What follows belongs to an exercise in optimizing a design on an open flow for small area and a short achievable clock period; a production flow would make more cautious choices. At most, simulation tests tie the RTL to the original design; equivalence was not proved. Power figures rest on the tool's default switching activity, not on a simulated workload.

==> run M <==
==> flow/design.v (excerpt) <==
module mul16(
    input clk,
    input logic[15:0] a,
    input logic[15:0] b,
    output logic[31:0] r
);
==> module mul16_cpa, before the edit <==
module mul16_cpa(input [25:0] gi, input [25:0] pi, output [24:0] co);
    wire g0 = gi[0] | pi[0];
    wire p0 = pi[0];
    wire g1 = gi[1];
    wire p1 = pi[1];
    wire g2 = gi[2];
    wire p2 = pi[2];
    wire g3 = gi[3];
    wire p3 = pi[3];
    wire g4 = gi[4];
    wire p4 = pi[4];
    wire g5 = gi[5];
    wire p5 = pi[5];
    wire g6 = gi[6];
    wire p6 = pi[6];
    wire g7 = gi[7];
    wire p7 = pi[7];
    wire g8 = gi[8];
    wire p8 = pi[8];
    wire g9 = gi[9];
    wire p9 = pi[9];
    wire g10 = gi[10];
    wire p10 = pi[10];
    wire g11 = gi[11];
    wire p11 = pi[11];
    wire g12 = gi[12];
    wire p12 = pi[12];
    wire g13 = gi[13];
    wire p13 = pi[13];
    wire g14 = gi[14];
    wire p14 = pi[14];
    wire g15 = gi[15];
    wire p15 = pi[15];
    wire g16 = gi[16];
    wire p16 = pi[16];
    wire g17 = gi[17];
    wire p17 = pi[17];
    wire g18 = gi[18];
    wire p18 = pi[18];
    wire g19 = gi[19];
    wire p19 = pi[19];
    wire g20 = gi[20];
    wire p20 = pi[20];
    wire g21 = gi[21];
    wire p21 = pi[21];
    wire g22 = gi[22];
    wire p22 = pi[22];
    wire g23 = gi[23];
    wire p23 = pi[23];
    wire g24 = gi[24];
    wire p24 = pi[24];
    wire g25 = gi[25];
    wire p25 = pi[25];
    wire G1 = g1 | (p1 & g0);
    wire P1 = p1 & p0;
    wire G2 = g2 | (p2 & G1);
    wire P2 = p2 & P1;
    wire G3 = g3 | (p3 & G2);
    wire P3 = p3 & P2;
    wire G4 = g5 | (p5 & g4);
    wire P4 = p5 & p4;
    wire G5 = g6 | (p6 & G4);
    wire P5 = p6 & P4;
    wire G6 = g4 | (p4 & G3);
    wire P6 = p4 & P3;
    wire G7 = G4 | (P4 & G3);
    wire P7 = P4 & P3;
    wire G8 = G5 | (P5 & G3);
    wire P8 = P5 & P3;
    wire G9 = g8 | (p8 & g7);
    wire P9 = p8 & p7;
    wire G10 = g7 | (p7 & G8);
    wire P10 = p7 & P8;
    wire G11 = G9 | (P9 & G8);
    wire P11 = P9 & P8;
    wire G12 = g10 | (p10 & g9);
    wire P12 = p10 & p9;
    wire G13 = g11 | (p11 & G12);
    wire P13 = p11 & P12;
    wire G14 = g9 | (p9 & G11);
    wire P14 = p9 & P11;
    wire G15 = G12 | (P12 & G11);
    wire P15 = P12 & P11;
    wire G16 = G13 | (P13 & G11);
    wire P16 = P13 & P11;
    wire G17 = g13 | (p13 & g12);
    wire P17 = p13 & p12;
    wire G18 = g14 | (p14 & G17);
    wire P18 = p14 & P17;
    wire G19 = g15 | (p15 & G18);
    wire P19 = p15 & P18;
    wire G20 = g12 | (p12 & G16);
    wire P20 = p12 & P16;
    wire G21 = G17 | (P17 & G16);
    wire P21 = P17 & P16;
    wire G22 = G18 | (P18 & G16);
    wire P22 = P18 & P16;
    wire G23 = G19 | (P19 & G16);
    wire P23 = P19 & P16;
    wire G24 = g17 | (p17 & g16);
    wire P24 = p17 & p16;
    wire G25 = g18 | (p18 & G24);
    wire P25 = p18 & P24;
    wire G26 = g19 | (p19 & G25);
    wire P26 = p19 & P25;
    wire G27 = g20 | (p20 & G26);
    wire P27 = p20 & P26;
    wire G28 = g21 | (p21 & G27);
    wire P28 = p21 & P27;
    wire G29 = g22 | (p22 & G28);
    wire P29 = p22 & P28;
    wire G30 = g23 | (p23 & G29);
    wire P30 = p23 & P29;
    wire G31 = g25 | (p25 & g24);
    wire P31 = p25 & p24;
    wire G32 = g24 | (p24 & G30);
    wire P32 = p24 & P30;
    wire G33 = G31 | (P31 & G30);
    wire P33 = P31 & P30;
    wire G34 = g16 | (p16 & G23);
    wire P34 = p16 & P23;
    wire G35 = G24 | (P24 & G23);
    wire P35 = P24 & P23;
    wire G36 = G25 | (P25 & G23);
    wire P36 = P25 & P23;
    wire G37 = G26 | (P26 & G23);
    wire P37 = P26 & P23;
    wire G38 = G27 | (P27 & G23);
    wire P38 = P27 & P23;
    wire G39 = G28 | (P28 & G23);
    wire P39 = P28 & P23;
    wire G40 = G29 | (P29 & G23);
    wire P40 = P29 & P23;
    wire G41 = G30 | (P30 & G23);
    wire P41 = P30 & P23;
    wire G42 = G32 | (P32 & G23);
    wire P42 = P32 & P23;
    wire G43 = G33 | (P33 & G23);
    wire P43 = P33 & P23;
    assign co = {G42, G41, G40, G39, G38, G37, G36, G35, G34, G23, G22, G21, G20, G16, G15, G14, G11, G10, G8, G7, G6, G3, G2, G1, g0};
endmodule
Settings: LEC_CHECK=0, CAP_MARGIN=20, CORE_MARGIN=2, CORE_UTILIZATION=35, CTS_BUF_LIST=sky130_fd_sc_hd__clkbuf_8, CTS_CLUSTER_SIZE=12, SETUP_SLACK_MARGIN=2.0, SLEW_MARGIN=20, SYNTH_HIERARCHICAL=1, SYNTH_MINIMUM_KEEP_SIZE=0; clock period 5.5 ns.
standard.sh (not shown) runs the stock make flow with config.mk's settings and CLKGATE_MAP_FILE= SYNTH_SCRIPT=/design/flow/synth_recipe.tcl, a recipe that flattens the netlist after the stock synthesis.
==> flow/flow/run.sh <==
#!/bin/bash
set -uo pipefail
here=$(pwd)
export BUFFER_PORTS_ARGS="-buffer_cell sky130_fd_sc_hd__buf_4"
export PRE_RESIZE_TCL="$here/flow/outbuf.tcl"
bash standard.sh > standard.log 2>&1
==> flow/flow/outbuf.tcl <==
# Sourced by ORFS's resize.tcl before repair_design: the buffer that buffer_ports put on
# each output port becomes a sky130_fd_sc_hd__buf_1.
set n 0
foreach port [get_ports -filter "direction==output"] {
  set net [get_nets [get_full_name $port]]
  foreach pin [get_pins -of_objects $net -filter "direction==output"] {
    set inst [get_cells -of_objects $pin]
    if {[get_property $inst ref_name] eq "sky130_fd_sc_hd__buf_4"} {
      replace_cell $inst sky130_fd_sc_hd__buf_1
      incr n
    }
  }
}
puts "outbuf.tcl: $n output buffers made buf_1"
==> run R (differences from run M) <==
--- a/flow/design.v
+++ b/flow/design.v
@@ -1203,59 +1203,83 @@
     wire P16 = P13 & P11;
     wire G17 = g13 | (p13 & g12);
     wire P17 = p13 & p12;
-    wire G18 = g14 | (p14 & G17);
-    wire P18 = p14 & P17;
-    wire G19 = g15 | (p15 & G18);
-    wire P19 = p15 & P18;
-    wire G20 = g12 | (p12 & G16);
-    wire P20 = p12 & P16;
-    wire G21 = G17 | (P17 & G16);
-    wire P21 = P17 & P16;
-    wire G22 = G18 | (P18 & G16);
-    wire P22 = P18 & P16;
-    wire G23 = G19 | (P19 & G16);
-    wire P23 = P19 & P16;
-    wire G24 = g17 | (p17 & g16);
-    wire P24 = p17 & p16;
-    wire G25 = g18 | (p18 & G24);
-    wire P25 = p18 & P24;
-    wire G26 = g19 | (p19 & G25);
-    wire P26 = p19 & P25;
-    wire G27 = g20 | (p20 & G26);
-    wire P27 = p20 & P26;
-    wire G28 = g21 | (p21 & G27);
-    wire P28 = p21 & P27;
-    wire G29 = g22 | (p22 & G28);
-    wire P29 = p22 & P28;
-    wire G30 = g23 | (p23 & G29);
-    wire P30 = p23 & P29;
-    wire G31 = g25 | (p25 & g24);
-    wire P31 = p25 & p24;
-    wire G32 = g24 | (p24 & G30);
-    wire P32 = p24 & P30;
-    wire G33 = G31 | (P31 & G30);
-    wire P33 = P31 & P30;
-    wire G34 = g16 | (p16 & G23);
-    wire P34 = p16 & P23;
-    wire G35 = G24 | (P24 & G23);
-    wire P35 = P24 & P23;
-    wire G36 = G25 | (P25 & G23);
-    wire P36 = P25 & P23;
-    wire G37 = G26 | (P26 & G23);
-    wire P37 = P26 & P23;
-    wire G38 = G27 | (P27 & G23);
-    wire P38 = P27 & P23;
-    wire G39 = G28 | (P28 & G23);
-    wire P39 = P28 & P23;
-    wire G40 = G29 | (P29 & G23);
-    wire P40 = P29 & P23;
-    wire G41 = G30 | (P30 & G23);
-    wire P41 = P30 & P23;
-    wire G42 = G32 | (P32 & G23);
-    wire P42 = P32 & P23;
-    wire G43 = G33 | (P33 & G23);
-    wire P43 = P33 & P23;
-    assign co = {G42, G41, G40, G39, G38, G37, G36, G35, G34, G23, G22, G21, G20, G16, G15, G14, G11, G10, G8, G7, G6, G3, G2, G1, g0};
+    wire G18 = g15 | (p15 & g14);
+    wire P18 = p15 & p14;
+    wire G19 = g16 | (p16 & G18);
+    wire P19 = p16 & P18;
+    wire G20 = g14 | (p14 & G17);
+    wire P20 = p14 & P17;
+    wire G21 = G18 | (P18 & G17);
+    wire P21 = P18 & P17;
+    wire G22 = G19 | (P19 & G17);
+    wire P22 = P19 & P17;
+    wire G23 = g18 | (p18 & g17);
+    wire P23 = p18 & p17;
+    wire G24 = g19 | (p19 & G23);
+    wire P24 = p19 & P23;
+    wire G25 = g20 | (p20 & G24);
+    wire P25 = p20 & P24;
+    wire G26 = g21 | (p21 & G25);
+    wire P26 = p21 & P25;
+    wire G27 = g23 | (p23 & g22);
+    wire P27 = p23 & p22;
+    wire G28 = g22 | (p22 & G26);
+    wire P28 = p22 & P26;
+    wire G29 = G27 | (P27 & G26);
+    wire P29 = P27 & P26;
+    wire G30 = g25 | (p25 & g24);
+    wire P30 = p25 & p24;
+    wire G31 = g24 | (p24 & G29);
+    wire P31 = p24 & P29;
+    wire G32 = G30 | (P30 & G29);
+    wire P32 = P30 & P29;
+    wire G33 = g17 | (p17 & G22);
+    wire P33 = p17 & P22;
+    wire G34 = G23 | (P23 & G22);
+    wire P34 = P23 & P22;
+    wire G35 = G24 | (P24 & G22);
+    wire P35 = P24 & P22;
+    wire G36 = G25 | (P25 & G22);
+    wire P36 = P25 & P22;
+    wire G37 = G26 | (P26 & G22);
+    wire P37 = P26 & P22;
+    wire G38 = G28 | (P28 & G22);
+    wire P38 = P28 & P22;
+    wire G39 = G29 | (P29 & G22);
+    wire P39 = P29 & P22;
+    wire G40 = G31 | (P31 & G22);
+    wire P40 = P31 & P22;
+    wire G41 = G32 | (P32 & G22);
+    wire P41 = P32 & P22;
+    wire G42 = g12 | (p12 & G16);
+    wire P42 = p12 & P16;
+    wire G43 = G17 | (P17 & G16);
+    wire P43 = P17 & P16;
+    wire G44 = G20 | (P20 & G16);
+    wire P44 = P20 & P16;
+    wire G45 = G21 | (P21 & G16);
+    wire P45 = P21 & P16;
+    wire G46 = G22 | (P22 & G16);
+    wire P46 = P22 & P16;
+    wire G47 = G33 | (P33 & G16);
+    wire P47 = P33 & P16;
+    wire G48 = G34 | (P34 & G16);
+    wire P48 = P34 & P16;
+    wire G49 = G35 | (P35 & G16);
+    wire P49 = P35 & P16;
+    wire G50 = G36 | (P36 & G16);
+    wire P50 = P36 & P16;
+    wire G51 = G37 | (P37 & G16);
+    wire P51 = P37 & P16;
+    wire G52 = G38 | (P38 & G16);
+    wire P52 = P38 & P16;
+    wire G53 = G39 | (P39 & G16);
+    wire P53 = P39 & P16;
+    wire G54 = G40 | (P40 & G16);
+    wire P54 = P40 & P16;
+    wire G55 = G41 | (P41 & G16);
+    wire P55 = P41 & P16;
+    assign co = {G54, G53, G52, G51, G50, G49, G48, G47, G46, G45, G44, G43, G42, G16, G15, G14, G11, G10, G8, G7, G6, G3, G2, G1, g0};
 endmodule
 module mul16_xnor(input x, input y, output s);
     assign s = ~(x ^ y);
--- a/flow/config.mk
+++ b/flow/config.mk
@@ -7,10 +7,10 @@
 export LEC_CHECK = 0
 export CAP_MARGIN = 20
 export CORE_MARGIN = 2
-export CORE_UTILIZATION = 35
+export CORE_UTILIZATION = 40
 export CTS_BUF_LIST = sky130_fd_sc_hd__clkbuf_8
 export CTS_CLUSTER_SIZE = 12
-export SETUP_SLACK_MARGIN = 2.0
+export SETUP_SLACK_MARGIN = 2.5
 export SLEW_MARGIN = 20
 export SYNTH_HIERARCHICAL = 1
 export SYNTH_MINIMUM_KEEP_SIZE = 0
==> run X (differences from run M) <==
--- a/flow/design.v
+++ b/flow/design.v
@@ -1203,59 +1203,83 @@
     wire P16 = P13 & P11;
     wire G17 = g13 | (p13 & g12);
     wire P17 = p13 & p12;
-    wire G18 = g14 | (p14 & G17);
-    wire P18 = p14 & P17;
-    wire G19 = g15 | (p15 & G18);
-    wire P19 = p15 & P18;
-    wire G20 = g12 | (p12 & G16);
-    wire P20 = p12 & P16;
-    wire G21 = G17 | (P17 & G16);
-    wire P21 = P17 & P16;
-    wire G22 = G18 | (P18 & G16);
-    wire P22 = P18 & P16;
-    wire G23 = G19 | (P19 & G16);
-    wire P23 = P19 & P16;
-    wire G24 = g17 | (p17 & g16);
-    wire P24 = p17 & p16;
-    wire G25 = g18 | (p18 & G24);
-    wire P25 = p18 & P24;
-    wire G26 = g19 | (p19 & G25);
-    wire P26 = p19 & P25;
-    wire G27 = g20 | (p20 & G26);
-    wire P27 = p20 & P26;
-    wire G28 = g21 | (p21 & G27);
-    wire P28 = p21 & P27;
-    wire G29 = g22 | (p22 & G28);
-    wire P29 = p22 & P28;
-    wire G30 = g23 | (p23 & G29);
-    wire P30 = p23 & P29;
-    wire G31 = g25 | (p25 & g24);
-    wire P31 = p25 & p24;
-    wire G32 = g24 | (p24 & G30);
-    wire P32 = p24 & P30;
-    wire G33 = G31 | (P31 & G30);
-    wire P33 = P31 & P30;
-    wire G34 = g16 | (p16 & G23);
-    wire P34 = p16 & P23;
-    wire G35 = G24 | (P24 & G23);
-    wire P35 = P24 & P23;
-    wire G36 = G25 | (P25 & G23);
-    wire P36 = P25 & P23;
-    wire G37 = G26 | (P26 & G23);
-    wire P37 = P26 & P23;
-    wire G38 = G27 | (P27 & G23);
-    wire P38 = P27 & P23;
-    wire G39 = G28 | (P28 & G23);
-    wire P39 = P28 & P23;
-    wire G40 = G29 | (P29 & G23);
-    wire P40 = P29 & P23;
-    wire G41 = G30 | (P30 & G23);
-    wire P41 = P30 & P23;
-    wire G42 = G32 | (P32 & G23);
-    wire P42 = P32 & P23;
-    wire G43 = G33 | (P33 & G23);
-    wire P43 = P33 & P23;
-    assign co = {G42, G41, G40, G39, G38, G37, G36, G35, G34, G23, G22, G21, G20, G16, G15, G14, G11, G10, G8, G7, G6, G3, G2, G1, g0};
+    wire G18 = g15 | (p15 & g14);
+    wire P18 = p15 & p14;
+    wire G19 = g16 | (p16 & G18);
+    wire P19 = p16 & P18;
+    wire G20 = g14 | (p14 & G17);
+    wire P20 = p14 & P17;
+    wire G21 = G18 | (P18 & G17);
+    wire P21 = P18 & P17;
+    wire G22 = G19 | (P19 & G17);
+    wire P22 = P19 & P17;
+    wire G23 = g18 | (p18 & g17);
+    wire P23 = p18 & p17;
+    wire G24 = g19 | (p19 & G23);
+    wire P24 = p19 & P23;
+    wire G25 = g20 | (p20 & G24);
+    wire P25 = p20 & P24;
+    wire G26 = g21 | (p21 & G25);
+    wire P26 = p21 & P25;
+    wire G27 = g23 | (p23 & g22);
+    wire P27 = p23 & p22;
+    wire G28 = g22 | (p22 & G26);
+    wire P28 = p22 & P26;
+    wire G29 = G27 | (P27 & G26);
+    wire P29 = P27 & P26;
+    wire G30 = g25 | (p25 & g24);
+    wire P30 = p25 & p24;
+    wire G31 = g24 | (p24 & G29);
+    wire P31 = p24 & P29;
+    wire G32 = G30 | (P30 & G29);
+    wire P32 = P30 & P29;
+    wire G33 = g17 | (p17 & G22);
+    wire P33 = p17 & P22;
+    wire G34 = G23 | (P23 & G22);
+    wire P34 = P23 & P22;
+    wire G35 = G24 | (P24 & G22);
+    wire P35 = P24 & P22;
+    wire G36 = G25 | (P25 & G22);
+    wire P36 = P25 & P22;
+    wire G37 = G26 | (P26 & G22);
+    wire P37 = P26 & P22;
+    wire G38 = G28 | (P28 & G22);
+    wire P38 = P28 & P22;
+    wire G39 = G29 | (P29 & G22);
+    wire P39 = P29 & P22;
+    wire G40 = G31 | (P31 & G22);
+    wire P40 = P31 & P22;
+    wire G41 = G32 | (P32 & G22);
+    wire P41 = P32 & P22;
+    wire G42 = g12 | (p12 & G16);
+    wire P42 = p12 & P16;
+    wire G43 = G17 | (P17 & G16);
+    wire P43 = P17 & P16;
+    wire G44 = G20 | (P20 & G16);
+    wire P44 = P20 & P16;
+    wire G45 = G21 | (P21 & G16);
+    wire P45 = P21 & P16;
+    wire G46 = G22 | (P22 & G16);
+    wire P46 = P22 & P16;
+    wire G47 = G33 | (P33 & G16);
+    wire P47 = P33 & P16;
+    wire G48 = G34 | (P34 & G16);
+    wire P48 = P34 & P16;
+    wire G49 = G35 | (P35 & G16);
+    wire P49 = P35 & P16;
+    wire G50 = G36 | (P36 & G16);
+    wire P50 = P36 & P16;
+    wire G51 = G37 | (P37 & G16);
+    wire P51 = P37 & P16;
+    wire G52 = G38 | (P38 & G16);
+    wire P52 = P38 & P16;
+    wire G53 = G39 | (P39 & G16);
+    wire P53 = P39 & P16;
+    wire G54 = G40 | (P40 & G16);
+    wire P54 = P40 & P16;
+    wire G55 = G41 | (P41 & G16);
+    wire P55 = P41 & P16;
+    assign co = {G54, G53, G52, G51, G50, G49, G48, G47, G46, G45, G44, G43, G42, G16, G15, G14, G11, G10, G8, G7, G6, G3, G2, G1, g0};
 endmodule
 module mul16_xnor(input x, input y, output s);
     assign s = ~(x ^ y);
--- a/flow/config.mk
+++ b/flow/config.mk
@@ -7,7 +7,7 @@
 export LEC_CHECK = 0
 export CAP_MARGIN = 20
 export CORE_MARGIN = 2
-export CORE_UTILIZATION = 35
+export CORE_UTILIZATION = 40
 export CTS_BUF_LIST = sky130_fd_sc_hd__clkbuf_8
 export CTS_CLUSTER_SIZE = 12
 export SETUP_SLACK_MARGIN = 2.0
==> summary of the runs <==
- Run R finished with timing, DRC and antenna clean. Run X ran to the end with no violations. Run M finished clean.
- The lowest register-to-register slack belongs to run M, the highest to run R.
- In sequential power, run R and run M hardly differ.
- Via count: run R > run M > run X.
- The lowest combinational power belongs to run X, the highest to run R.
- Of run X and run R, run R has the higher clock skew (gap 9.5 ps).
- In area after synthesis, run X and run R do not differ.
- Non-clock buffer count: run X < run M < run R.
- Critical path depth: run M is higher than run X (2).
- Of run X and run M, run M has the higher die area (gap 12%, measured against run M).
- In run M the wire length is lower than in run X, by 0.46%.
- Total power, highest first: run R, run M, run X.
The RTL of run M was laid out without a check of its function.

==> re-timing with driven ports <==
Ports are ideal in the flow. The routed layouts listed here were re-timed in OpenROAD. Step 1 (the two cells are an assumption about what drives the block):
set clk [get_ports {clk}]
set_driving_cell -lib_cell sky130_fd_sc_hd__clkbuf_16 $clk
set_driving_cell -lib_cell sky130_fd_sc_hd__buf_2 [delete_from_list [all_inputs] $clk]
Step 2 adds t to the input delays and takes it off the output delays; t is the mean of the earliest and latest rising clock arrival at the registers after step 1. Input paths then give back, and output paths get back, about the clock's delay inside the block. a / b / c = ideal / step 1 / step 2; a / b = the first two.
run | shift t [ns] | setup WS [ns] | worst setup path after step 2
run M | 0.420 | 2.113 / 2.113 / 1.817 | input to register
run R | 0.427 | 2.344 / 2.256 / 1.829 | input to register
run X | 0.429 | 2.198 / 2.198 / 1.821 | input to register
After both steps setup and hold are still met in every run listed. For run R, which loses most, drivers alone change the setup slack by -0.088 ns; drivers and shift together by -0.515 ns.
